This design comes from an exercise in tuning for small area, a short achievable clock period and few clock cycles on the open sky130 flow, not from production work.
In this exercise RTL edits were held to simulation tests only and were not proved equivalent to the original.
Power figures rest on the tool's default switching activity, not on a simulated workload.

==> flow/design.v <==
module regfile(
    input wire clk,
    input wire rst_n,
    input wire we,               
    input wire [4:0] wa,
    input wire [31:0] wd,
    input wire [4:0] ra1,
    output wire [31:0] rd1,
    input wire [4:0] ra2,
    output wire [31:0] rd2,
    output wire [31:0] r31       
);
reg [31:0] rf [0:31];
reg [31:0] vld;
integer i;
always @(posedge clk) begin
    for (i = 1; i < 32; i = i + 1)
        if (we && wa == i) rf[i] <= wd;
end
always @(posedge clk or negedge rst_n) begin
    if (!rst_n) vld <= 32'b0;
    else if (we) vld[wa] <= (wa != 5'd0);
end
reg [31:0] rd1_r, rd2_r;
integer j;
always @(*) begin
    rd1_r = 32'b0;
    rd2_r = 32'b0;
    for (j = 1; j < 32; j = j + 1) begin
        rd1_r = rd1_r | ({32{vld[j] && ra1 == j}} & rf[j]);
        rd2_r = rd2_r | ({32{vld[j] && ra2 == j}} & rf[j]);
    end
end
assign rd1 = rd1_r;
assign rd2 = rd2_r;
assign r31 = vld[31] ? rf[31] : 32'b0;
endmodule
module hilo(
    input wire clk,
    input wire rst_n,
    input wire start_mul,
    input wire start_div,
    input wire [31:0] a,         
    input wire [31:0] b,         
    output wire [31:0] mf_hi,    
    output wire [31:0] mf_lo,    
    output wire dset,            
    output wire [31:0] sh_in,
    output wire [4:0] sh_amt,
    input wire [31:0] sh_out,
    output wire busy,
    output wire busy_next
);
localparam IDLE = 2'd0, MUL = 2'd1, DSET = 2'd2, DIV = 2'd3;
reg [32:0] hi;                
reg [32:0] hc;                
reg cin;                      
reg hi_cs;                    
reg [31:0] lo;
reg neg_hi, neg_lo;
reg [1:0] st;
reg [4:0] cnt;
reg [32:0] dv;               
reg dset_q;                  
reg hl_v;                    
reg [5:0] za_r, zb_r;        
reg za_c, zb_c;              
wire [5:0] za = za_r - {5'b0, za_c};      
wire [5:0] zb = zb_r - {5'b0, zb_c};      
assign busy = (st != IDLE);
assign busy_next = (st == IDLE) ? (start_mul | start_div) :
                   (st == MUL) ? (cnt[1:0] != 2'd3) :
                   (st == DSET) ? (zb != 6'd32 && zb >= za) :
                   (cnt != 5'd0);
function [5:0] clz;
    input [31:0] x;
    integer k;
    reg found;
    begin
        clz = 6'd32;
        found = 1'b0;
        for (k = 31; k >= 0; k = k - 1)
            if (!found && x[k]) begin
                clz = 31 - k;
                found = 1'b1;
            end
    end
endfunction
function clz_cor;
    input [31:0] x;
    begin
        clz_cor = x[31] & ~|({1'b0, ~x[31:1]} & x);
    end
endfunction
reg [3:0] b_one, b_two, b_neg;
function [11:0] booth_dec;       
    input [7:0] x;
    input xl;
    reg [8:0] y;
    integer j;
    begin
        y = {x, xl};
        for (j = 0; j < 4; j = j + 1) begin
            booth_dec[j] = y[2*j] ^ y[2*j+1];
            booth_dec[4+j] = (~y[2*j+2] & y[2*j+1] & y[2*j]) | (y[2*j+2] & ~y[2*j+1] & ~y[2*j]);
            booth_dec[8+j] = y[2*j+2];
        end
    end
endfunction
wire [40:0] r0 = {8'b0, hi};
wire [40:0] r5 = {8'b0, hc};
wire [40:0] r6 = {2'b0, 1'b1, 1'b0, 1'b1, 1'b0, 1'b1, 1'b0, 1'b1, 25'b0,
                  b_neg[3], 1'b0, b_neg[2], 1'b0, b_neg[1], 1'b0, b_neg[0]};
wire [40:0] r1, r2, r3, r4;
genvar k;
generate
    for (k = 0; k < 4; k = k + 1) begin : booth
        wire [33:0] mag = ({34{b_one[k]}} & {dv[31], dv[31], dv[31:0]}) | ({34{b_two[k]}} & {dv[31], dv[31:0], 1'b0});
        wire [33:0] row = mag ^ {34{b_neg[k]}};
        wire [40:0] ext = {7'b0, ~row[33], row[32:0]} << (2 * k);
        if (k == 0) assign r1 = ext;
        if (k == 1) assign r2 = ext;
        if (k == 2) assign r3 = ext;
        if (k == 3) assign r4 = ext;
    end
endgenerate
wire [40:0] se = r0 ^ r5 ^ r6;
wire [40:0] ce = {(r0[39:0] & r5[39:0]) | (r0[39:0] & r6[39:0]) | (r5[39:0] & r6[39:0]), cin};
wire [40:0] s1 = r1 ^ r2 ^ r3;
wire [40:0] c1 = {(r1[39:0] & r2[39:0]) | (r1[39:0] & r3[39:0]) | (r2[39:0] & r3[39:0]), 1'b0};
wire [40:0] s2 = r4 ^ se ^ ce;
wire [40:0] c2 = {(r4[39:0] & se[39:0]) | (r4[39:0] & ce[39:0]) | (se[39:0] & ce[39:0]), 1'b0};
wire [40:0] s3 = s1 ^ c1 ^ s2;
wire [40:0] c3 = {(s1[39:0] & c1[39:0]) | (s1[39:0] & s2[39:0]) | (c1[39:0] & s2[39:0]), 1'b0};
wire [40:0] s5 = s3 ^ c3 ^ c2;
wire [40:0] c5 = {(s3[39:0] & c3[39:0]) | (s3[39:0] & c2[39:0]) | (c3[39:0] & c2[39:0]), 1'b0};
wire [8:0] lowb = {1'b0, s5[7:0]} + {1'b0, c5[7:0]};
wire [31:0] n1 = (hi_cs ? hi[31:0] : ~hi[31:0]) + (hi_cs ? hc[31:0] : 32'd0) + {31'b0, hi_cs ? cin : 1'b1};
wire [31:0] n2 = 32'd0 - lo;
assign mf_hi = {32{hl_v}} & ((hi_cs | neg_hi) ? n1 : hi[31:0]);
assign mf_lo = {32{hl_v}} & (neg_lo ? n2 : lo);
wire [5:0] sh = zb - za;
reg bneg;                                
assign dset = dset_q;
assign sh_in = dv[31:0];
assign sh_amt = sh[4:0];
wire [31:0] dv_al = sh_out;
wire [33:0] diff = {2'b0, hi[31:0]} + {dv[32], dv} + {33'b0, ~bneg};
wire ge = ~diff[33];
always @(posedge clk or negedge rst_n) begin
    if (!rst_n) begin
        st <= IDLE;
        dset_q <= 1'b0;
        hl_v <= 1'b0;
    end else begin
        dset_q <= (st == IDLE) & ~start_mul & start_div;
        case (st)
        IDLE: begin
            if (start_mul) begin
                hl_v <= 1'b1;
                st <= MUL;
            end else if (start_div) begin
                hl_v <= 1'b1;
                st <= DSET;
            end
        end
        MUL: if (cnt[1:0] == 2'd3) st <= IDLE;
        DSET: begin
            if (zb == 6'd32 || zb < za) st <= IDLE;
            else st <= DIV;
        end
        DIV: if (cnt == 5'd0) st <= IDLE;
        endcase
    end
end
always @(posedge clk) begin
    case (st)
    IDLE: begin
        if (start_mul) begin
            hi <= {1'b1, 32'b0};
            hc <= 33'b0;
            cin <= 1'b0;
            hi_cs <= 1'b1;
            lo <= b;
            neg_hi <= 1'b0;
            neg_lo <= 1'b0;
            cnt <= 5'd0;
            {b_neg, b_two, b_one} <= booth_dec(b[7:0], 1'b0);
            dv <= {a[31], a};
        end else if (start_div) begin
            hi <= {1'b0, a};
            hi_cs <= 1'b0;
            neg_hi <= a[31];
            neg_lo <= a[31] ^ b[31];
            bneg <= b[31];
            dv <= {b[31], b};
        end
        za_r <= clz(a[31] ? ~a : a);
        za_c <= clz_cor(a);
        zb_r <= clz(b[31] ? ~b : b);
        zb_c <= clz_cor(b);
    end
    MUL: begin
        hi <= s5[40:8];
        hc <= c5[40:8];
        cin <= lowb[8];
        lo <= {lowb[7:0], lo[31:8]};
        {b_neg, b_two, b_one} <= booth_dec(lo[15:8], lo[7]);
        cnt <= cnt + 5'd1;
    end
    DSET: begin
        hi <= {1'b0, mf_hi};
        if (zb == 6'd32) lo <= 32'hffffffff;     
        else lo <= 32'b0;
        cnt <= sh[4:0];
        dv <= {bneg, dv_al} ^ {33{~bneg}};    
    end
    DIV: begin
        if (ge) hi <= {1'b0, diff[31:0]};
        lo <= {lo[30:0], ge};
        cnt <= cnt - 5'd1;
        dv <= {dv[32], dv[32:1]};
    end
    endcase
end
endmodule
module top(
    input wire clk,
    input wire rst_n,
    output wire [31:0] iaddr,
    output wire ice,
    input wire [31:0] inst,
    output wire dce,
    output wire [31:0] daddr,
    output wire [3:0] we,
    output wire [31:0] din,
    input wire [31:0] dm
);
reg [31:0] pc_f;             
reg        kill_d;           
reg [31:0] e_a;              
reg [31:0] e_b;              
reg [31:0] e_alt;            
reg [4:0]  e_dest;
reg        e_wreg;
reg        e_add, e_sub, e_slt, e_sltu, e_and, e_or, e_sll, e_lui, e_jal;
reg        e_mfhi, e_mflo, e_mult, e_div;
reg        e_beq, e_bne, e_jr, e_pred;
reg        e_load, e_lb, e_store, e_sb;
reg        e_imm;            
reg        fa_m, fa_w, fa_x, fa_r, fb_m, fb_w, fb_x, fb_r;
reg        ob_m, ob_w, ob_x, ob_r, ob_i;      
reg [31:0] m_res;
reg [4:0]  m_dest;
reg        m_wreg, m_load, m_lb, m_dce;
reg [3:0]  m_we;
reg [31:0] m_din;
reg [31:0] w_res;
reg [4:0]  w_dest;
reg        w_wreg, w_load, w_lb;
reg [31:0] x_val;
reg [4:0]  x_dest;
reg        x_wreg;
wire stall;
wire redirect;
wire [31:0] w_val;             
wire [31:0] redirect_pc;
wire [31:0] pc_f4 = pc_f + 32'd4;
assign iaddr = pc_f;
assign ice = ~stall;
wire [31:0] ir = {inst[7:0], inst[15:8], inst[23:16], inst[31:24]};
wire [5:0]  op = ir[31:26];
wire [4:0]  rs = ir[25:21];
wire [4:0]  rt = ir[20:16];
wire [4:0]  rd = ir[15:11];
wire [5:0]  fn = ir[5:0];
wire [15:0] imm = ir[15:0];
wire rtype   = (op == 6'h00);
wire i_sll   = rtype & (fn == 6'h00);
wire i_jr    = rtype & (fn == 6'h08);
wire i_mfhi  = rtype & (fn == 6'h10);
wire i_mflo  = rtype & (fn == 6'h12);
wire i_mult  = rtype & (fn == 6'h18);
wire i_div   = rtype & (fn == 6'h1a);
wire i_add   = rtype & (fn == 6'h20);
wire i_subu  = rtype & (fn == 6'h23);
wire i_and   = rtype & (fn == 6'h24);
wire i_slt   = rtype & (fn == 6'h2a);
wire i_j     = (op == 6'h02);
wire i_jal   = (op == 6'h03);
wire i_beq   = (op == 6'h04);
wire i_bne   = (op == 6'h05);
wire i_addiu = (op == 6'h09);
wire i_sltiu = (op == 6'h0b);
wire i_ori   = (op == 6'h0d);
wire i_lui   = (op == 6'h0f);
wire i_lb    = (op == 6'h20);
wire i_lw    = (op == 6'h23);
wire i_sb    = (op == 6'h28);
wire i_sw    = (op == 6'h2b);
wire d_valid = ~kill_d;
wire use_rs = i_add | i_subu | i_slt | i_and | i_mult | i_div | i_jr |
              i_ori | i_addiu | i_sltiu | i_lb | i_lw | i_sb | i_sw | i_beq | i_bne;
wire use_rt = i_add | i_subu | i_slt | i_and | i_sll | i_mult | i_div |
              i_sb | i_sw | i_beq | i_bne;
wire wr_rd  = i_add | i_subu | i_slt | i_and | i_sll | i_mfhi | i_mflo;
wire wr_rt  = i_ori | i_lui | i_addiu | i_sltiu | i_lb | i_lw;
wire [4:0] d_dest = i_jal ? 5'd31 : wr_rt ? rt : rd;
wire d_wreg = (wr_rd | wr_rt | i_jal) & (d_dest != 5'd0);
wire [4:0] d_rsn = (d_valid & use_rs) ? rs : 5'd0;
wire d_imm = i_addiu | i_sltiu | i_ori | i_lb | i_lw | i_sb | i_sw;
wire [4:0] d_rtn = (d_valid & use_rt) ? rt : 5'd0;
wire [31:0] rd1, rd2, r31;
wire [31:0] btarget = pc_f4 + {{14{imm[15]}}, imm, 2'b00};     
wire same_reg = (rs == rt);
wire pred_b  = (i_beq & (same_reg | imm[15])) | (i_bne & ~same_reg & imm[15]);
wire pred_jr = i_jr & (rs == 5'd31);
wire take_d  = d_valid & (i_j | i_jal | pred_jr | pred_b);
wire [31:0] d_target = pred_jr ? r31 :
                       pred_b ? btarget :
                       {pc_f[31:28], ir[25:0], 2'b00};
regfile regfile(
    .clk(clk),
    .rst_n(rst_n),
    .we(w_wreg),
    .wa(w_dest),
    .wd(w_val),
    .ra1(rs),
    .rd1(rd1),
    .ra2(rt),
    .rd2(rd2),
    .r31(r31)
);
wire e_go = e_wreg & ~stall;             
wire nfa_m = e_go & (e_dest == d_rsn);
wire nfa_w = m_wreg & (m_dest == d_rsn);
wire nfa_x = w_wreg & (w_dest == d_rsn);
wire nfb_m = e_go & (e_dest == d_rtn);
wire nfb_w = m_wreg & (m_dest == d_rtn);
wire nfb_x = w_wreg & (w_dest == d_rtn);
wire nhz = (nfa_m & e_load) | (~nfa_m & nfa_w & m_load) |
           (nfb_m & e_load) | (~nfb_m & nfb_w & m_load);
wire [31:0] fa = ({32{fa_m}} & m_res) | ({32{fa_w}} & w_res) | ({32{fa_x}} & x_val) | ({32{fa_r}} & e_a);
wire [31:0] fb = ({32{fb_m}} & m_res) | ({32{fb_w}} & w_res) | ({32{fb_x}} & x_val) | ({32{fb_r}} & e_b);
wire md_busy, md_busy_next;
wire md_op = e_mfhi | e_mflo | e_mult | e_div;
reg stall_r;
assign stall = stall_r;
wire d_mdop = d_valid & (i_mfhi | i_mflo | i_mult | i_div);
wire md_start_div = e_div & ~stall & ~md_busy;
wire nstall = (stall ? ((fa_m | fb_m) & m_load) : nhz) |
              (md_start_div & (stall ? e_sll : d_valid & i_sll)) |
              ((stall ? md_op : d_mdop) & md_busy_next);
wire [31:0] opb = ({32{ob_m}} & m_res) | ({32{ob_w}} & w_res) | ({32{ob_x}} & x_val) |
                  ({32{ob_r}} & e_b) | ({32{ob_i}} & e_alt);
wire sub = e_sub | e_slt | e_sltu;
wire [33:0] sum2 = {1'b0, fa, 1'b1} + {1'b0, sub ? ~opb : opb, sub};
wire [32:0] sum = sum2[33:1];
wire lt_s = (fa[31] ^ opb[31]) ? fa[31] : sum[31];
wire lt_u = ~sum[32];
wire md_dset;
wire [31:0] md_sh_in;
wire [4:0] md_sh_amt;
wire [31:0] shl = (md_dset ? md_sh_in : fb) << (md_dset ? md_sh_amt : e_alt[10:6]);
wire [31:0] mf_hi, mf_lo;
wire mf = e_mfhi | e_mflo;
wire [31:0] mfres = e_mfhi ? mf_hi : mf_lo;
wire [31:0] e_res = ({32{e_add | e_sub}} & sum[31:0]) |
                    {31'b0, (e_slt & lt_s) | (e_sltu & lt_u)} |
                    ({32{e_and}} & (fa & opb)) |
                    ({32{e_or}} & (fa | opb)) |
                    ({32{e_sll}} & shl) |
                    ({32{e_lui | e_jal}} & e_alt) |
                    ({32{mf}} & mfres);
wire eq = (fa == fb);
wire taken = (e_beq & eq) | (e_bne & ~eq);
wire br_mis = (e_beq | e_bne) & (taken ^ e_pred);
wire jr_mis = e_jr & (~e_pred | (e_alt != fa));
assign redirect = ~stall & (br_mis | jr_mis);
assign redirect_pc = e_jr ? fa : e_alt;
hilo hilo_reg(
    .clk(clk),
    .rst_n(rst_n),
    .start_mul(e_mult & ~stall),
    .start_div(e_div & ~stall),
    .a(fa),
    .b(fb),
    .mf_hi(mf_hi),
    .mf_lo(mf_lo),
    .dset(md_dset),
    .sh_in(md_sh_in),
    .sh_amt(md_sh_amt),
    .sh_out(shl),
    .busy(md_busy),
    .busy_next(md_busy_next)
);
wire [7:0] lbyte = (w_res[1:0] == 2'd0) ? dm[31:24] :
                   (w_res[1:0] == 2'd1) ? dm[23:16] :
                   (w_res[1:0] == 2'd2) ? dm[15:8] : dm[7:0];
wire [31:0] ldval = w_lb ? {{24{lbyte[7]}}, lbyte} :
                    {dm[7:0], dm[15:8], dm[23:16], dm[31:24]};
assign w_val = w_load ? ldval : w_res;
assign dce = m_dce;
assign daddr = m_res;
assign we = m_we;
assign din = m_din;
always @(posedge clk or negedge rst_n) begin
    if (!rst_n) stall_r <= 1'b0;
    else stall_r <= nstall;
end
always @(posedge clk or negedge rst_n) begin
    if (!rst_n) begin
        pc_f <= 32'b0;
        kill_d <= 1'b0;
    end else if (!stall) begin
        pc_f <= redirect ? redirect_pc : take_d ? d_target : pc_f4;
        kill_d <= redirect;
    end
end
always @(posedge clk or negedge rst_n) begin
    if (!rst_n) begin
        fa_m <= 1'b0; fa_w <= 1'b0; fa_x <= 1'b0; fa_r <= 1'b1;
        fb_m <= 1'b0; fb_w <= 1'b0; fb_x <= 1'b0; fb_r <= 1'b1;
        ob_m <= 1'b0; ob_w <= 1'b0; ob_x <= 1'b0; ob_r <= 1'b1; ob_i <= 1'b0;
    end else if (stall) begin
        fa_m <= 1'b0; fa_w <= fa_m; fa_x <= fa_w; fa_r <= ~fa_m & ~fa_w;
        fb_m <= 1'b0; fb_w <= fb_m; fb_x <= fb_w; fb_r <= ~fb_m & ~fb_w;
        ob_m <= 1'b0; ob_w <= ob_m; ob_x <= ob_w; ob_r <= ~ob_m & ~ob_w & ~ob_i;
    end else begin
        fa_m <= nfa_m;
        fa_w <= ~nfa_m & nfa_w;
        fa_x <= ~nfa_m & ~nfa_w & nfa_x;
        fa_r <= ~nfa_m & ~nfa_w & ~nfa_x;
        fb_m <= nfb_m;
        fb_w <= ~nfb_m & nfb_w;
        fb_x <= ~nfb_m & ~nfb_w & nfb_x;
        fb_r <= ~nfb_m & ~nfb_w & ~nfb_x;
        ob_m <= ~d_imm & nfb_m;
        ob_w <= ~d_imm & ~nfb_m & nfb_w;
        ob_x <= ~d_imm & ~nfb_m & ~nfb_w & nfb_x;
        ob_r <= ~d_imm & ~nfb_m & ~nfb_w & ~nfb_x;
        ob_i <= d_imm;
    end
end
always @(posedge clk or negedge rst_n) begin
    if (!rst_n) begin
        e_dest <= 5'd0; e_wreg <= 1'b0;
        e_add <= 1'b0; e_sub <= 1'b0; e_slt <= 1'b0; e_sltu <= 1'b0;
        e_and <= 1'b0; e_or <= 1'b0; e_sll <= 1'b0; e_lui <= 1'b0; e_jal <= 1'b0;
        e_mfhi <= 1'b0; e_mflo <= 1'b0; e_mult <= 1'b0; e_div <= 1'b0;
        e_beq <= 1'b0; e_bne <= 1'b0; e_jr <= 1'b0; e_pred <= 1'b0;
        e_load <= 1'b0; e_lb <= 1'b0; e_store <= 1'b0; e_sb <= 1'b0;
        e_imm <= 1'b0;
    end else if (!stall) begin
        e_dest <= d_dest;
        e_wreg <= d_valid & d_wreg;
        e_add <= d_valid & (i_add | i_addiu | i_lb | i_lw | i_sb | i_sw);
        e_sub <= d_valid & i_subu;
        e_slt <= d_valid & i_slt;
        e_sltu <= d_valid & i_sltiu;
        e_and <= d_valid & i_and;
        e_or <= d_valid & i_ori;
        e_sll <= d_valid & i_sll;
        e_lui <= d_valid & i_lui;
        e_jal <= d_valid & i_jal;
        e_mfhi <= d_valid & i_mfhi;
        e_mflo <= d_valid & i_mflo;
        e_mult <= d_valid & i_mult;
        e_div <= d_valid & i_div;
        e_beq <= d_valid & i_beq;
        e_bne <= d_valid & i_bne;
        e_jr <= d_valid & i_jr;
        e_pred <= pred_jr | pred_b;
        e_load <= d_valid & (i_lb | i_lw);
        e_lb <= i_lb;
        e_store <= d_valid & (i_sb | i_sw);
        e_sb <= i_sb;
        e_imm <= d_imm;
    end
end
always @(posedge clk) begin
    if (stall) begin
        e_a <= fa;
        e_b <= fb;
    end else begin
        e_a <= rd1;
        e_b <= rd2;
        e_alt <= i_jal ? pc_f4 :
                 (i_beq | i_bne) ? (imm[15] ? pc_f4 : btarget) :    
                 i_jr ? r31 :
                 i_lui ? {imm, 16'b0} :
                 i_ori ? {16'b0, imm} : {{16{imm[15]}}, imm};
    end
end
always @(posedge clk or negedge rst_n) begin
    if (!rst_n) begin
        m_dest <= 5'd0; m_wreg <= 1'b0; m_load <= 1'b0; m_lb <= 1'b0;
        m_dce <= 1'b0; m_we <= 4'b0;
    end else begin
        m_dest <= e_dest;
        m_wreg <= e_wreg & ~stall;
        m_load <= e_load & ~stall;
        m_lb <= e_lb;
        m_dce <= (e_load | e_store) & ~stall;
        m_we <= (e_store & ~stall) ? (e_sb ? (4'b1000 >> sum[1:0]) : 4'b1111) : 4'b0000;
    end
end
always @(posedge clk) begin
    m_res <= e_res;
    m_din <= e_sb ? {4{fb[7:0]}} : {fb[7:0], fb[15:8], fb[23:16], fb[31:24]};
end
always @(posedge clk or negedge rst_n) begin
    if (!rst_n) begin
        w_dest <= 5'd0; w_wreg <= 1'b0; w_load <= 1'b0; w_lb <= 1'b0;
        x_dest <= 5'd0; x_wreg <= 1'b0;
    end else begin
        w_dest <= m_dest;
        w_wreg <= m_wreg;
        w_load <= m_load;
        w_lb <= m_lb;
        x_dest <= w_dest;
        x_wreg <= w_wreg;
    end
end
always @(posedge clk) begin
    w_res <= m_res;
    x_val <= w_val;
end
endmodule
==> flow/flow/run.sh <==
#!/bin/bash
# Standard ORFS layout, with timing repair aiming for extra setup slack and
# no dummy clock loads and larger sink clusters in the clock tree.  Each ORFS step writes its own log
# under orfs/logs/; make's output goes to flow_make.log.
set -o pipefail
MARGIN=$(cat flow/margin.txt)
bash standard.sh SETUP_SLACK_MARGIN=$MARGIN \
  "CTS_ARGS=-sink_clustering_enable -repair_clock_nets -dont_use_dummy_load -sink_clustering_size 22 -sink_clustering_max_diameter 100" \
  finish > flow_make.log 2>&1
==> flow/flow/margin.txt <==
5.75
==> flow/standard.sh <==
#!/bin/bash
# synth_recipe.tcl (not shown) runs the flow's synth.tcl, then flattens the netlist and writes it again
# the make line also repeats each setting of config.mk as NAME=value (left out here)
make -C /OpenROAD-flow-scripts/flow DESIGN_CONFIG=/design/flow/config.mk WORK_HOME=/design/flow/orfs CLKGATE_MAP_FILE= SYNTH_SCRIPT=/design/flow/synth_recipe.tcl "${@:-finish}"
==> flow/config.mk <==
export PLATFORM = sky130hd
export DESIGN_NAME = top
export DESIGN_NICKNAME = top
export VERILOG_FILES = /design/flow/design.v
export SDC_FILE = /design/flow/constraint.sdc
export NUM_CORES = 8
export LEC_CHECK = 0
export CAP_MARGIN = 20
export CORE_MARGIN = 2
export CORE_UTILIZATION = 40
export SLEW_MARGIN = 20
==> flow/constraint.sdc <==
create_clock -name core_clock -period 10.0 [get_ports {clk}]
set_input_delay 2.0000 -clock core_clock [delete_from_list [all_inputs] [get_ports {clk}]]
set_output_delay 2.0000 -clock core_clock [all_outputs]
set_load 0.01 [all_outputs]
==> results.json, run 1 <==
{
  "fmax_ghz": 0.2233,
  "root_buffer": "clkbuf_16",
  "slew_headroom_pct": 18.70,
  "power_mw": 28.08,
  "synth_flop_cell": "edfxtp_1",
  "finalNonFillerCells": 11311,
  "num_rows": 173,
  "end_kind": "flop",
  "synth.area.top_cells": "edfxtp_1 40%, a22oi_1 4.8%, dfxtp_1 4.3%",
  "hpwl_um": 327500,
  "finalCriticalPeriod_ns": 4.478,
  "ys_ff_latch": 1512,
  "fin_crit_sh_pct": 44.78,
  "die_w_um": 475.4,
  "min_path_type": "reg2reg",
  "port_buffers": 167,
  "avgViaCountPerCell": 7.471,
  "slew_viol_final": 0,
  "rr_worst_depth": 11,
  "die_area_mm2": 0.2260,
  "hold_path_depth": 0,
  "cap_violations": 0,
  "first_global_vias": 78065,
  "cp.required_ns": 10.60,
  "synth_largest_area_cell": "edfxtp_1",
  "drive_above_1_share_pct": 14.37,
  "cts_tree": "yes",
  "ir_drop_mv": 0.4665,
  "ant_nets": 0,
  "worstPathMaxFanout": 19,
  "syn_inst": 8325,
  "status": "timing/DRC/antenna clean",
  "multi_input_area_mm2": 0.04553,
  "clock_path_buffers": 3,
  "avgRoutedWirePerCell_um": 44.31,
  "antenna_found_initial": 28,
  "dp_cells": 11048,
  "critPathKind": "in2reg",
  "ys_warn_count": 4,
  "drcViolationCount": 0,
  "nNetsFinal": 8730,
  "area_growth_pct": 13.90,
  "cts_sinks": 1512,
  "crit_arrival_ns": 5.08,
  "num_io_pins": 168,
  "async_flop_share_pct": 8.598,
  "drt-initial-drc-count": 17661,
  "synth_top_area_share_pct": 40.20,
  "clkTransAtPathRegs_ns": 0.10,
  "grt_pass1_wl_um": 666500,
  "rsz0062_at_grt": "true",
  "grt_max_degree": 93,
  "ys_seq_area_share_pct": 48.19,
  "setup_viol": 0,
  "initial_core_util_pct": 40.11,
  "gp_congestion": 1.093,
  "cts_max_level": 3,
  "netlist_top_cells_count": "1190 x edfxtp_1, 626 x clkbuf_1, 566 x a22oi_1, 526 x nand2_1, 503 x a21oi_1",
  "synth_edf_count": 1190,
  "clock_latency_ns": 0.82,
  "finClkSkew_ns": 0.1092,
  "post_synth.cell_area_avg_um2": 10.68,
  "cts_made_buffers": 88,
  "via_count": 84506,
  "fin_setup_tns_ns": 0,
  "regArea_mm2": 0.04286,
  "leakage_nw": 35.55,
  "grt-ovfl-total": 0,
  "yosysMostFrequentCell": "edfxtp_1",
  "dr.pass1.iters": 12,
  "grtUsageTotal_pct": 42.67,
  "cp-start-kind": "input port",
  "hold_viol": 0,
  "tightest_slew_ns": 1.215,
  "core-area_mm2": 0.2217,
  "syn_nets": 8735,
  "p_per_area_mw_per_mm2": 277.4,
  "ys_types": 91,
  "die_height_um": 475.4,
  "syn_area_mm2": 0.08889,
  "fill_cells": 20519,
  "wirelength_um": 501200
}
-- repair_timing --
item,CTS,global route
endpoints found under the setup margin,354,242
cloned,5,12
gates resized for setup,398,326
buffers inserted,77,62
hold buffers,0,0
pin swaps,44,87
-- final timing paths --
kind,from,endpoint,slack [ns]
worst max-delay path,inst[15],e_a[0],5.52
worst min-delay path,m_lb,w_lb,0.36
worst max register to register,fb_m,m_res[19],5.64
worst min register to register,m_lb,w_lb,0.36
max in group asynchronous,rst_n,pc_f[10],7.14
min in group asynchronous,rst_n,regfile.vld[23],1.21
-- cell type report --
cell class                 instances  area share, %
clock buffer                      88          2.175
inverter                         186         0.7402
multi-input combinational       5899          44.97
antenna                           18        0.04449
tap                             2975          3.676
sequential                      1512          42.33
timing repair buffer             633          6.061
-- per-stage QoR --
step / cell area (um^2) / hold slack [ns] / utilization (%) / worst slack (ns)
4_1_cts: 99210 / 0.3593 / 44.76 / 5.716
2_1_floorplan: 89150 / 0.3312 / - / 5.657
5_1_grt: 101200 / 0.3743 / 45.66 / 5.552
3_5_place_dp: 94600 / 0.3371 / 42.68 / 3.622
3_3_place_gp: 94560 / 0.3457 / 42.66 / 3.553
6_report: 101300 / 0.3569 / 45.68 / 5.522
-- cells in the final DEF (no fill, tap or decap), types with 72 or more instances in the layout --
| cell | n |
|---|---|
| nand2_1 | 504 |
| a221oi_1 | 347 |
| clkbuf_16 | 99 |
| nand4_1 | 162 |
| a222oi_1 | 103 |
| ha_1 | 167 |
| a21o_1 | 83 |
| nor3_1 | 157 |
| clkdlybuf4s50_1 | 141 |
| o21ai_0 | 298 |
| edfxtp_1 | 1190 |
| dfxtp_1 | 191 |
| dfrtp_1 | 112 |
| a22oi_1 | 532 |
| o211ai_1 | 79 |
| nand3_1 | 185 |
| mux2i_1 | 72 |
| a22o_1 | 403 |
| fa_1 | 133 |
| buf_4 | 358 |
| nor2_1 | 390 |
| a21oi_1 | 451 |
| xor2_1 | 97 |
| and2_1 | 108 |
| xnor2_1 | 314 |
| inv_1 | 163 |
-- worst max-delay path, cell delays in order --
cell and delay [ns]:
clkdlybuf4s50_1 0.47, buf_6 0.20, nor2b_2 0.40, and3_4 0.56, buf_4 0.57, a221oi_1 0.16, nand3_1 0.12, nor3_1 0.08
a22oi_1 0.47
-- power by group --
part           switching (mW)  internal [mW]
Sequential              0.958           7.59
Clock                    2.18           1.56
Combinational            9.29           6.49
-- registers in the layout, summed over array words and instances (netlist names), 5 cells and up --
name / count
regfile.rf: 992
hilo_reg.dv: 33
hilo_reg.hi: 33
e_a: 32
e_alt: 32
e_b: 32
hilo_reg.hc: 32
hilo_reg.lo: 32
m_din: 32
m_res: 32
pc_f: 32
w_res: 32
x_val: 32
regfile.vld: 31
hilo_reg.za_r: 6
hilo_reg.zb_r: 6
e_dest: 5
hilo_reg.cnt: 5
m_dest: 5
w_dest: 5
-- per-layer routing --
metal,share of wire (%),vias to the layer above,track usage (%)
met5,0.087,-,0.5544
met1,34,41169,50.64
met2,41,8170,61.17
li1,-,32679,-
met4,11,28,33.87
met3,15,2460,16.97
-- kinds of logic after synthesis --
kind of cell             synth area share [%]
AND/OR/NAND/NOR                         10.89
buffers and inverters                   3.961
XOR/XNOR                                4.404
multiplexers                            1.958
flip-flops                              48.19
AO/OA/AOI/OAI                           24.58
adder cells (fa/ha/maj)                 6.016
Testbench counts, summed over its fixed seeds: cycles 42,645.
==> run 2: changes to the inputs <==
--- a/flow/design.v
+++ b/flow/design.v
@@ -314,4 +314,3 @@
 wire [31:0] btarget = pc_f4 + {{14{imm[15]}}, imm, 2'b00};     
-wire same_reg = (rs == rt);
-wire pred_b  = (i_beq & (same_reg | imm[15])) | (i_bne & ~same_reg & imm[15]);
+wire pred_b  = (i_beq | i_bne) & imm[15];
 wire pred_jr = i_jr & (rs == 5'd31);
@@ -488,3 +487,3 @@
         e_alt <= i_jal ? pc_f4 :
-                 (i_beq | i_bne) ? (imm[15] ? pc_f4 : btarget) :    
+                 (i_beq | i_bne) ? (pred_b ? pc_f4 : btarget) :
                  i_jr ? r31 :
==> results.json, run 2 <==
{
  "status": "timing/DRC/antenna clean",
  "die_w_um": 472.9,
  "core-area_mm2": 0.2191,
  "avgViaCountPerCell": 7.602,
  "layout_common_cells": "1190 x edfxtp_1, 510 x a22oi_1, 476 x a21oi_1",
  "cp.required_ns": 10.60,
  "largest_register_ffs": 992,
  "end_kind": "flop",
  "synth_flop_cell": "edfxtp_1",
  "min_path_type": "reg2reg",
  "reg_top3": "regfile.rf x992, hilo_reg.dv x33, hilo_reg.hi x33",
  "dr.pass1.iters": 19,
  "synth.area.top_cells": "edfxtp_1 41%, a22oi_1 4.5%, dfxtp_1 4.4%",
  "fin_setup_tns_ns": 0,
  "avgRoutedWirePerCell_um": 43.76,
  "cts_max_level": 3,
  "top_register": "regfile.rf",
  "fmax_ghz": 0.2299,
  "worst_r2r_startpoint": "ob_m",
  "clkTransAtPathRegs_ns": 0.10,
  "worstPathMaxFanout": 7,
  "wirelength_um": 483300,
  "post_synth.cell_area_avg_um2": 10.80,
  "drive_above_1_share_pct": 13.96,
  "hold_buffers": 0,
  "ys_ff_latch": 1512,
  "syn_area_mm2": 0.08793,
  "cp-start-kind": "flop",
  "netlist_top_cells_count": "1190 x edfxtp_1, 591 x clkbuf_1, 529 x a21oi_1, 524 x a22oi_1, 451 x nor2_1",
  "finClkSkew_ns": 0.1241,
  "critPathKind": "reg2reg",
  "grt-ovfl-total": 0,
  "syn_inst": 8144,
  "leakage_nw": 34.96,
  "nNetsFinal": 8561,
  "num_rows": 172,
  "tightest_slew_ns": 1.165,
  "first_global_vias": 77158,
  "antenna_found_initial": 37,
  "setup_viol": 0,
  "hold_viol": 0,
  "mostFrequentLayoutCell": "edfxtp_1",
  "ir_drop_mv": 0.5728,
  "root_buffer": "clkbuf_16",
  "ys_seq_area_share_pct": 48.71,
  "p_per_area_mw_per_mm2": 292.0,
  "num_io_pins": 168,
  "die_height_um": 472.9,
  "drt-initial-drc-count": 18283,
  "fin_crit_sh_pct": 43.49,
  "via_count": 83967,
  "cts_tree": "yes",
  "area_growth_pct": 13.35,
  "startpoint": "ob_m",
  "slew_headroom_pct": 21.49,
  "clock_path_buffers": 3,
  "synth_largest_area_cell": "edfxtp_1",
  "yosysMostFrequentCell": "edfxtp_1",
  "hp-start": "m_lb",
  "slew_viol_final": 0,
  "port_buffers": 167,
  "grt_max_degree": 108,
  "ys_types": 101,
  "fill_cells": 20027,
  "async_flop_share_pct": 8.598,
  "synth_edf_count": 1190,
  "fin_util_pct": 45.50,
  "initial_core_util_pct": 40.14,
  "ant_nets": 0,
  "crit_arrival_ns": 4.94,
  "ys_warn_count": 4,
  "hpwl_um": 310700,
  "grt_pass1_wl_um": 643900,
  "drcViolationCount": 0,
  "cap_violations": 0,
  "gp_congestion": 1.049,
  "clock_latency_ns": 0.85,
  "rsz0062_at_grt": "true",
  "syn_nets": 8554,
  "finalCriticalPeriod_ns": 4.349,
  "synth_top_area_share_pct": 40.64,
  "grtUsageTotal_pct": 41.26,
  "die_area_mm2": 0.2236,
  "cts_sinks": 1512,
  "cts_made_buffers": 89
}
## run 2: cell types whose count changed after synthesis, moves of 14 or more
cell and delta:
a22oi_1 -42, o211ai_1 -15, a22o_1 -16, nand2_1 -76, a221oi_1 +32, a21oi_1 +26, o21ai_0 -54, xnor2_1 +36
clkbuf_1 -35, o211a_1 -16, nor4_1 -14
## run 2: cell families (layout without fill, tap and decap cells)
kind of cell | after synthesis | count (layout) | synth area share, %
and+or+nand+nor | 1890 | 1890 | 10.54
other | 0 | 26 | 0
buffers and inverters | 896 | 900 | 4.003
muxes | 137 | 138 | 1.804
AOI/OAI and AO/OA | 2883 | 2883 | 24.06
adders and majority gates | 344 | 344 | 6.082
xor gates and xnor gates | 482 | 482 | 4.801
DFF | 1512 | 1512 | 48.71
## run 2: final timing paths
kind / endpoint / cells past startpoint / slack (ns)
max: m_res[25] / 16 / 5.65
min in group asynchronous: regfile.vld[4] / 1 / 1.24
max reg2reg: m_res[25] / 16 / 5.65
min: w_lb / 0 / 0.39
min reg2reg: w_lb / 0 / 0.39
max in group asynchronous: pc_f[30] / 2 / 7.27
## run 2: through the flow
| step | hold WS, ns | total power, mW | cell area [um^2] | cells | worst slack, ns |
|---|---|---|---|---|---|
| 5_1_grt | 0.3978 | 30.39 | 99620 | 11025 | 5.604 |
| 3_3_place_gp | 0.3422 | 23.58 | 93380 | 10765 | 3.816 |
| 6_report | 0.3856 | 29.11 | 99670 | 11046 | 5.651 |
| 2_1_floorplan | 0.3312 | 17.90 | 88160 | 8144 | 5.428 |
| 3_5_place_dp | 0.3458 | 23.65 | 93390 | 10766 | 3.878 |
| 4_1_cts | 0.3794 | 27.91 | 97410 | 10916 | 5.687 |
## run 2: layer usage
| layer | vias up | wire, um | part of all wire [%] | track usage (%) |
|---|---|---|---|---|
| li1 | 31941 | - | - | - |
| met1 | 40969 | 160800 | 33 | 48.68 |
| met2 | 8292 | 195600 | 40 | 58.60 |
| met3 | 2730 | 74940 | 16 | 17.40 |
| met4 | 35 | 51180 | 11 | 32.76 |
| met5 | - | 781 | 0.16 | 1.514 |
## run 2: repair_timing
action,CTS,global route
endpoints found under the setup margin,242,214
buffers inserted,54,93
cloned,7,10
gates resized for setup,326,305
hold endpoints to repair,0,0
pin swaps,36,114
## run 2: worst max-delay path, cell delays in order (launching register included)
cell and delay, ns:
dfrtp_2 0.46, buf_12 0.16, a222oi_1 0.30, nand2_1 0.21, xnor2_1 0.26, ha_2 0.34, a21o_1 0.23, a2111oi_4 0.33
or3b_4 0.43, a31oi_4 0.19, o31ai_4 0.14, a211oi_2 0.34, buf_4 0.19, nor2_2 0.04, a31oi_2 0.20, xor2_1 0.21
o221ai_1 0.13
## run 2: cell type report
class | count | area [um^2] | area share [%]
sequential | 1512 | 42850 | 43.00
antenna | 26 | 65.06 | 0.06528
clock buffer | 89 | 2227 | 2.234
inverter | 183 | 734.5 | 0.7369
tap | 2871 | 3592 | 3.604
multi-input combinational | 5737 | 44230 | 44.38
timing repair inverter | 1 | 5.005 | 0.005021
timing repair buffer | 627 | 5963 | 5.983
## run 2: report_power, final
group	leakage, nW	total, mW	switching, mW	internal (mW)
combinational	19.5	16.8	10.0	6.81
clock	1.10	3.76	2.18	1.58
sequential	14.4	8.52	0.905	7.62
total	35.0	29.1	13.1	16.0
Testbench counts of run 2, summed over its fixed seeds: cycles 42,920.
==> run 3: changes to the inputs <==
==> flow/flow/margin.txt (replaced) <==
5.85
==> results.json, run 3 <==
{
  "drive_above_1_share_pct": 15.04,
  "num_io_pins": 168,
  "syn_nets": 8554,
  "syn_inst": 8144,
  "ir_drop_mv": 0.3864,
  "grt_max_degree": 94,
  "ys_warn_count": 4,
  "ys_types": 101,
  "grt-ovfl-total": 0,
  "hold_path_depth": 0,
  "antenna_found_initial": 37,
  "hold_buffers": 0,
  "crit_family": "simple AND/OR/NAND/NOR gates",
  "dr.pass1.iters": 17,
  "ant_nets": 0,
  "grtUsageTotal_pct": 42.63,
  "first_global_vias": 77701,
  "ys_seq_area_share_pct": 48.71,
  "drcViolationCount": 0,
  "avgViaCountPerCell": 7.647,
  "port_buffers": 167,
  "cp.depth": 9,
  "drt-initial-drc-count": 18561,
  "area_growth_pct": 14.41,
  "synth_largest_area_cell": "edfxtp_1",
  "finalNonFillerCells": 11090,
  "busiest_layer": "met2",
  "path_buf_inv": 2,
  "ys_ff_latch": 1512,
  "finalCriticalPeriod_ns": 4.371,
  "setup_viol": 0,
  "top_register": "regfile.rf",
  "grt_use_met2_pct": 60.70,
  "die_w_um": 472.9,
  "tightest_slew_ns": 1.278,
  "nNetsFinal": 8599,
  "crit_chain": "clkdlybuf4s15_1, inv_2, nor3_4, and3_2, a22o_1, a221oi_1, nand4_1, nor3_1, a21oi_1",
  "synth.area.top_cells": "edfxtp_1 41%, a22oi_1 4.5%, dfxtp_1 4.4%",
  "p_per_area_mw_per_mm2": 292.8,
  "initial_core_util_pct": 40.14,
  "fin_setup_tns_ns": 0,
  "async_flop_share_pct": 8.598,
  "end_kind": "flop",
  "fmax_ghz": 0.2288,
  "hold_viol": 0,
  "clkTransAtPathRegs_ns": 0.09,
  "post_synth.cell_area_avg_um2": 10.80,
  "yosysMostFrequentCell": "edfxtp_1",
  "slowest_stage": "and3_2",
  "cap_violations": 0,
  "met1_usage_pct": 49.72,
  "core-area_mm2": 0.2191,
  "slowest_delay_ns": 1.12,
  "clock_latency_ns": 0.82,
  "die_height_um": 472.9,
  "cp.required_ns": 10.71,
  "clock_path_buffers": 3,
  "worstPathMaxFanout": 17,
  "root_buffer": "clkbuf_16",
  "rr_worst_depth": 17,
  "fill_cells": 20075,
  "cp-start-kind": "input port",
  "grt_pass1_wl_um": 660000,
  "grtUsageMet3_pct": 18.31,
  "cts_max_level": 3,
  "status": "timing/DRC/antenna clean",
  "reg_top3": "regfile.rf x992, hilo_reg.dv x33, hilo_reg.hi x33",
  "leakage_nw": 35.30,
  "layout_common_cells": "1190 x edfxtp_1, 506 x a22oi_1, 473 x a21oi_1",
  "slew_headroom_pct": 13.57,
  "num_rows": 172,
  "finClkSkew_ns": 0.1052,
  "netlist_top_cells_count": "1190 x edfxtp_1, 591 x clkbuf_1, 529 x a21oi_1, 524 x a22oi_1, 451 x nor2_1",
  "via_count": 84803,
  "rsz0062_at_grt": "true",
  "synth_edf_count": 1190,
  "wirelength_um": 502100,
  "avgRoutedWirePerCell_um": 45.28,
  "largest_register_ffs": 992,
  "synth_top_area_share_pct": 40.64,
  "cts_tree": "yes",
  "crit_arrival_ns": 5.08,
  "dp_cells": 10761,
  "min_path_type": "reg2reg",
  "gp_congestion": 1.070,
  "cts_made_buffers": 90,
  "syn_area_mm2": 0.08793,
  "synth_flop_cell": "edfxtp_1",
  "hpwl_um": 316000,
  "die_area_mm2": 0.2236,
  "critPathKind": "in2reg",
  "slew_viol_final": 0,
  "mostFrequentLayoutCell": "edfxtp_1",
  "cts_sinks": 1512,
  "fin_crit_sh_pct": 43.71
}
[run 3: cell types whose count changed in the layout (fill, tap and decap cells not counted), sizes merged, moves of 2 or more]
cell / delta
clkdlybuf4s50: -3
clkinvlp: -2
clkbuf: -7
buf: +36
clkdlybuf4s15: +2
dlymetal6s2s: -2
diode: +6
bufbuf: +2
and3: +8
[run 3: cell type report]
| class | instances | area (um^2) | area share, % |
|---|---|---|---|
| flip-flops and latches | 1512 | 42860 | 42.61 |
| inverters | 183 | 735.7 | 0.7313 |
| multi-input cells | 5745 | 44720 | 44.45 |
| clock buffers | 90 | 2252 | 2.239 |
| repair inverters | 1 | 5.005 | 0.004975 |
| well taps | 2871 | 3592 | 3.571 |
| diodes | 32 | 80.08 | 0.07960 |
| repair buffers | 656 | 6357 | 6.319 |
[run 3: worst paths after layout]
kind | start | end | slack, ns
worst max-delay path | inst[13] | e_a[27] | 5.63
min in group asynchronous | rst_n | regfile.vld[14] | 1.24
worst min-delay path | m_lb | w_lb | 0.35
worst min register to register | m_lb | w_lb | 0.35
max in group asynchronous | rst_n | e_or | 7.21
worst max register to register | hilo_reg.zb_r[0] | m_res[25] | 5.82
[run 3: kinds of logic (layout without fill, tap and decap cells)]
logic type | count (synthesis) | in the layout | synth area share, %
compound gates | 2883 | 2883 | 24.06
simple gates | 1890 | 1898 | 10.54
flops | 1512 | 1512 | 48.71
buf+inv | 896 | 930 | 4.003
xor+xnor | 482 | 482 | 4.801
fa+ha+maj | 344 | 344 | 6.082
mux | 137 | 138 | 1.804
other cells | 0 | 32 | 0
[run 3: per-layer routing]
metal  share of wire [%]  vias to the layer above
met1                  33                    41179
met3                  15                     2979
met2                  40                     8558
li1                    -                    32055
met5                0.10                        -
met4                  11                       32
[run 3: where the power goes]
| part | internal, mW | total [mW] | switching (mW) |
|---|---|---|---|
| clock network | 1.60 | 3.78 | 2.18 |
| logic | 6.93 | 17.1 | 10.2 |
| registers | 7.62 | 8.55 | 0.928 |
| total | 16.1 | 29.5 | 13.3 |
[run 3: what timing repair did]
action                     CTS  global route
resized for setup          458           280
cloned                      11            13
hold endpoints to repair     0             0
setup endpoints to repair  333           208
buffers inserted            84            96
pin swaps                   56           118
[run 3: through the flow]
step	util [%]	area, um^2	hold WS, ns	power, mW	worst slack (ns)
6_report	45.92	100600	0.3546	29.46	5.629
5_1_grt	45.89	100500	0.3583	30.80	5.662
4_1_cts	44.90	98360	0.3521	28.50	5.784
3_5_place_dp	42.68	93500	0.3365	23.88	3.886
3_3_place_gp	42.66	93460	0.3511	23.70	3.895
2_1_floorplan	-	88310	0.3312	17.91	5.430
==> run 4: changes to the inputs <==
==> flow/flow/margin.txt (replaced) <==
5.65
==> results.json, run 4 <==
{
  "root_buffer": "clkbuf_16",
  "syn_nets": 8554,
  "p_per_area_mw_per_mm2": 290.7,
  "avgViaCountPerCell": 7.596,
  "initial_core_util_pct": 40.14,
  "fin_crit_sh_pct": 46.18,
  "antenna_found_initial": 31,
  "area_growth_pct": 12.37,
  "synthAdderAreaFrac_pct": 6.082,
  "netlist_top_cells_count": "1190 x edfxtp_1, 591 x clkbuf_1, 529 x a21oi_1, 524 x a22oi_1, 451 x nor2_1",
  "min_path_type": "reg2reg",
  "cp-start-kind": "input port",
  "yosys.area_share.simple_pct": 10.54,
  "grt-ovfl-total": 0,
  "syn_area_mm2": 0.08793,
  "synth_compound_gate_area_share_pct": 24.06,
  "async_flop_share_pct": 8.598,
  "synth_top_family_by_area": "compound AO/OA/AOI/OAI gates",
  "die_area_mm2": 0.2236,
  "ant_nets": 0,
  "hold_buffers": 0,
  "syn_inst": 8144,
  "end_kind": "flop",
  "worstPathMaxFanout": 8,
  "first_global_vias": 78034,
  "tightest_slew_ns": 1.326,
  "setup_viol": 0,
  "cap_violations": 0,
  "avgRoutedWirePerCell_um": 44.11,
  "synth_edf_count": 1190,
  "synth_xor_area_share_pct": 4.801,
  "grtUsageTotal_pct": 41.69,
  "ff2ff_setup_slack_ns": 5.54,
  "cts_tree": "yes",
  "drcViolationCount": 0,
  "slew_headroom_pct": 11.08,
  "top_register": "regfile.rf",
  "slew_viol_final": 0,
  "critPathKind": "in2reg",
  "reg_top3": "regfile.rf x992, hilo_reg.dv x33, hilo_reg.hi x33",
  "clkTransAtPathRegs_ns": 0.09,
  "grt_pass1_wl_um": 649900,
  "synthMuxAreaShare_pct": 1.804,
  "rsz0062_at_grt": "true",
  "ys_types": 101,
  "wirelength_um": 486500,
  "rr_worst_depth": 18,
  "fmax_ghz": 0.2166,
  "synth_flop_cell": "edfxtp_1",
  "drt-initial-drc-count": 17804,
  "cts_sinks": 1512,
  "via_count": 83776,
  "post_synth.cell_area_avg_um2": 10.80,
  "nNetsFinal": 8549,
  "synth_top_area_share_pct": 40.64,
  "num_rows": 172,
  "fin_setup_tns_ns": 0,
  "stdcell_area_mm2": 0.09881,
  "dpl_cell_area_mm2": 0.09352,
  "dr.pass1.iters": 22,
  "die_w_um": 472.9,
  "cts_made_buffers": 88,
  "clock_latency_ns": 0.84,
  "mostFrequentLayoutCell": "edfxtp_1",
  "finClkSkew_ns": 0.1349,
  "num_io_pins": 168,
  "grt_max_degree": 121,
  "port_buffers": 167,
  "hold_viol": 0,
  "ys_seq_area_share_pct": 48.71,
  "hold_path_depth": 0,
  "yosysMostFrequentCell": "edfxtp_1",
  "cts_max_level": 3,
  "status": "timing/DRC/antenna clean",
  "hp-start": "m_lb",
  "synth_largest_area_cell": "edfxtp_1",
  "hpwl_um": 318500,
  "finalCriticalPeriod_ns": 4.618,
  "layout_common_cells": "1190 x edfxtp_1, 516 x a22oi_1, 483 x a21oi_1",
  "holdWs_ns": 0.3724,
  "gp_congestion": 1.089,
  "startpoint": "inst[21]",
  "crit_arrival_ns": 5.25,
  "largest_register_ffs": 992,
  "ir_drop_mv": 0.4318,
  "worst_r2r_startpoint": "pc_f[6]",
  "ys_warn_count": 4,
  "cp.required_ns": 10.63,
  "power_mw": 28.72,
  "ys_ff_latch": 1512,
  "clock_path_buffers": 3,
  "synth.area.top_cells": "edfxtp_1 41%, a22oi_1 4.5%, dfxtp_1 4.4%",
  "leakage_nw": 34.64,
  "die_height_um": 472.9,
  "core-area_mm2": 0.2191,
  "drive_above_1_share_pct": 13.16
}
-- run 4: changes by cell type in the layout (fill, tap and decap cells not counted), sizes merged --
cell / previous run / this run
and3: 95 / 89
dlygate4sd2: 8 / 5
bufbuf: 7 / 3
inv: 164 / 163
clkdlybuf4s18: 1 / 0
clkbuf: 100 / 101
buf: 489 / 445
clkdlybuf4s50: 133 / 136
clkdlybuf4s15: 5 / 9
clkinvlp: 9 / 10
diode: 32 / 21
-- run 4: cell families after synthesis --
family	after synthesis
buffers and inverters	896
flip-flops	1512
adder cells (fa/ha/maj)	344
multiplexers	137
AO/OA/AOI/OAI	2883
XOR/XNOR	482
AND/OR/NAND/NOR	1890
-- run 4: final cells by class --
class / instances / area [um^2]
Sequential cell: 1512 / 42850
Timing Repair inverter: 1 / 5.005
Timing Repair Buffer: 614 / 5542
Clock buffer: 88 / 2202
Antenna cell: 21 / 52.55
Fill cell: 20088 / 120300
Inverter: 183 / 733.2
Multi-Input combinational cell: 5739 / 43830
Tap cell: 2871 / 3592
-- run 4: what timing repair did --
action                                  4_1_cts  5_1_grt
pin swaps                                    29       63
gates resized for setup                     264      220
cloned                                        4        6
buffers inserted                             47       90
endpoints found under the setup margin      225      213
-- run 4: worst paths after layout --
check	to
max	pc_f[18]
min	w_lb
max reg2reg	pc_f[18]
min reg2reg	w_lb
max in group asynchronous	stall_r
min in group asynchronous	regfile.vld[26]
-- run 4: per-layer routing --
| metal | vias up | part of all wire, % | GRT usage [%] |
|---|---|---|---|
| li1 | 31921 | - | - |
| met3 | 2712 | 15 | 18.88 |
| met5 | - | 0.10 | 0.9518 |
| met1 | 40752 | 34 | 48.37 |
| met2 | 8355 | 40 | 58.81 |
| met4 | 36 | 11 | 34.11 |
-- run 4: through the flow --
step / utilization (%) / std cells / worst slack [ns]
3_5_place_dp: 42.69 / 10772 / 3.819
3_3_place_gp: 42.66 / 10770 / 3.783
4_1_cts: 44.32 / 10911 / 5.590
2_1_floorplan: - / 8144 / 5.428
5_1_grt: 45.08 / 11009 / 5.446
6_report: 45.10 / 11029 / 5.382
-- run 4: critical path: stages --
cell and delay (ns):
clkdlybuf4s15_2 0.38, ha_2 0.40, a41oi_2 0.21, o21ai_2 0.11, a21oi_2 0.15, nand2_1 0.10, a31oi_4 0.24, xnor2_4 0.16
a222oi_1 1.00, a211o_1 0.25, nand3_1 0.08, o21a_1 0.14
-- run 4: power breakdown --
part / internal (mW) / switching (mW)
Sequential: 7.62 / 0.940
Combinational: 6.56 / 9.86
Clock: 1.56 / 2.19
==> run 5: changes to the inputs <==
==> flow/flow/margin.txt (replaced) <==
5.75
--- a/flow/config.mk
+++ b/flow/config.mk
@@ -9,3 +9,3 @@
 export CORE_MARGIN = 2
-export CORE_UTILIZATION = 40
+export CORE_UTILIZATION = 50
 export SLEW_MARGIN = 20
==> results.json, run 5 <==
{
  "synth_largest_area_cell": "edfxtp_1",
  "slew_viol_final": 0,
  "hold_buffers": 0,
  "dr.pass1.iters": 19,
  "largest_register_ffs": 992,
  "cts_tree": "yes",
  "top_register": "regfile.rf",
  "mostFrequentLayoutCell": "edfxtp_1",
  "rsz0062_at_grt": "true",
  "fin_util_pct": 56.59,
  "reg_top3": "regfile.rf x992, hilo_reg.dv x33, hilo_reg.hi x33",
  "port_buffers": 167,
  "die_area_mm2": 0.1792,
  "num_io_pins": 168,
  "area_growth_pct": 12.24,
  "holdWs_ns": 0.3828,
  "fmax_ghz": 0.2260,
  "avgRoutedWirePerCell_um": 45.36,
  "drcViolationCount": 0,
  "yosysMostFrequentCell": "edfxtp_1",
  "antenna_found_initial": 33,
  "fin_crit_sh_pct": 44.25,
  "via_count": 84011,
  "fin_setup_tns_ns": 0,
  "root_buffer": "clkbuf_16",
  "dp_cells": 10236,
  "clkTransAtPathRegs_ns": 0.11,
  "stdcell_area_mm2": 0.09869,
  "crit_arrival_ns": 5.04,
  "critPathKind": "in2reg",
  "die_w_um": 423.4,
  "async_flop_share_pct": 8.598,
  "p_per_area_mw_per_mm2": 299.5,
  "die_height_um": 423.4,
  "cts_sinks": 1512,
  "initial_core_util_pct": 50.42,
  "end_kind": "flop",
  "gp_congestion": 1.094,
  "syn_area_mm2": 0.08793,
  "cp.required_ns": 10.61,
  "setup_viol": 0,
  "fill_cells": 14757,
  "worstPathMaxFanout": 22,
  "tightest_slew_ns": 1.310,
  "ys_seq_area_share_pct": 48.71,
  "drt-initial-drc-count": 19416,
  "leakage_nw": 34.93,
  "synth.area.top_cells": "edfxtp_1 41%, a22oi_1 4.5%, dfxtp_1 4.4%",
  "ys_warn_count": 4,
  "grt_max_degree": 102,
  "ant_nets": 0,
  "num_rows": 153,
  "synth_edf_count": 1190,
  "cts_max_level": 3,
  "status": "timing/DRC/antenna clean",
  "nNetsFinal": 8563,
  "clock_latency_ns": 0.80,
  "grt_pass1_wl_um": 635000,
  "ir_drop_mv": 0.5132,
  "hold_viol": 0,
  "finalCriticalPeriod_ns": 4.425,
  "syn_inst": 8144,
  "ys_ff_latch": 1512,
  "ys_types": 101,
  "cts_made_buffers": 85,
  "wirelength_um": 476000,
  "avgViaCountPerCell": 8.007,
  "grt-ovfl-total": 0,
  "finalNonFillerCells": 10492,
  "clock_path_buffers": 3,
  "hpwl_um": 312100,
  "syn_nets": 8554,
  "first_global_vias": 76833,
  "netlist_top_cells_count": "1190 x edfxtp_1, 591 x clkbuf_1, 529 x a21oi_1, 524 x a22oi_1, 451 x nor2_1",
  "slew_headroom_pct": 12.64,
  "cp-start-kind": "input port",
  "synth_top_area_share_pct": 40.64,
  "synth_flop_cell": "edfxtp_1",
  "grtUsageTotal_pct": 51.03,
  "core-area_mm2": 0.1744,
  "cap_violations": 0,
  "min_path_type": "reg2reg",
  "post_synth.cell_area_avg_um2": 10.80,
  "dpl_cell_area_mm2": 0.09285,
  "finClkSkew_ns": 0.09578,
  "layout_common_cells": "1190 x edfxtp_1, 508 x a22oi_1, 478 x a21oi_1",
  "drive_above_1_share_pct": 14.21
}
run 5: power breakdown:
| group | switching, mW | internal, mW | leakage [nW] |
|---|---|---|---|
| Clock | 2.16 | 1.51 | 1.05 |
| Combinational | 10.4 | 6.96 | 19.5 |
| Sequential | 0.943 | 7.62 | 14.4 |
run 5: cells by family (layout without fill, tap and decap cells):
family / after synthesis / in the layout / synth area share (%)
compound gates: 2883 / 2884 / 24.06
buf+inv: 896 / 900 / 4.003
other cells: 0 / 16 / 0
mux: 137 / 138 / 1.804
xor+xnor: 482 / 482 / 4.801
flops: 1512 / 1512 / 48.71
fa+ha+maj: 344 / 344 / 6.082
simple gates: 1890 / 1891 / 10.54
run 5: what timing repair did:
item | 4_1_cts | 5_1_grt
hold endpoints to repair | 0 | 0
setup buffers | 54 | 87
resized for setup | 330 | 275
gates cloned | 5 | 9
setup endpoints to repair | 241 | 233
pin swaps | 43 | 105
run 5: layout make-up:
type                    count  area, um^2  area share (%)
flip-flops and latches   1512       42860           43.43
multi-input cells        5739       44270           44.86
diodes                     16       40.04         0.04057
repair inverters            1       5.005        0.005071
repair buffers            631        5747           5.823
inverters                 183       730.7          0.7404
clock buffers              85        2127           2.155
well taps                2325        2909           2.948
run 5: metal layers:
| layer | GRT usage (%) | part of all wire [%] |
|---|---|---|
| met5 | 1.640 | 0.076 |
| met4 | 40.71 | 11 |
| met3 | 22.88 | 16 |
| met2 | 71.14 | 40 |
| met1 | 60.59 | 33 |
run 5: worst paths after layout:
check / to / cells past startpoint / slack (ns) / from
worst min register to register: w_lb / 0 / 0.38 / m_lb
worst max register to register: pc_f[13] / 15 / 5.72 / fb_x
worst max-delay path: e_b[0] / 10 / 5.58 / inst[8]
min in group asynchronous: e_dest[0] / 1 / 1.30 / rst_n
worst min-delay path: w_lb / 0 / 0.38 / m_lb
max in group asynchronous: regfile.vld[31] / 2 / 7.36 / rst_n
run 5: stage by stage:
step	total power [mW]	setup WS, ns
detailed placement	23.78	3.893
global placement	23.66	3.838
finish	29.56	5.575
global route	30.82	5.638
CTS	28.09	5.725
floorplan	17.90	5.428
run 5: worst max-delay path, stage by stage:
cell	delay [ns]
clkdlybuf4s18_2	0.39
and2_1	0.30
nor2b_1	0.19
and3_2	0.25
buf_4	0.32
a22o_1	0.31
a221oi_1	0.23
nand4_1	0.18
nor3_1	0.78
a21oi_1	0.08

separate check: timing with driven ports:
Ports are ideal in the flow. The routed layouts listed here were re-timed in OpenROAD. Step 1: set_driving_cell puts a clkbuf_16 on clk and a buf_2 on each other input, an assumption about the parent block. Step 2 times the ports against the registers' clock, not the clock port: input delays grow and output delays shrink by t, the midpoint of the rising clock arrivals with the driver on. a / b / c = ideal / step 1 / step 2; a / b = the first two.
| run | shift t [ns] | setup slack, ns | clock arrival spread, ns |
|---|---|---|---|
| run 1 | 0.856 | 5.522 / 5.586 / 4.730 | 0.122 / 0.122 |
| run 2 | 0.869 | 5.651 / 5.651 / 4.872 | 0.135 / 0.135 |
| run 3 | 0.849 | 5.629 / 5.696 / 4.848 | 0.122 / 0.123 |
| run 4 | 0.869 | 5.382 / 5.430 / 4.561 | 0.139 / 0.139 |
| run 5 | 0.850 | 5.575 / 5.648 / 4.798 | 0.101 / 0.101 |
After both steps every run listed still meets setup and hold. The setup slack of run 4, which loses most, moves by +0.048 ns with the drivers and by -0.821 ns with both steps.
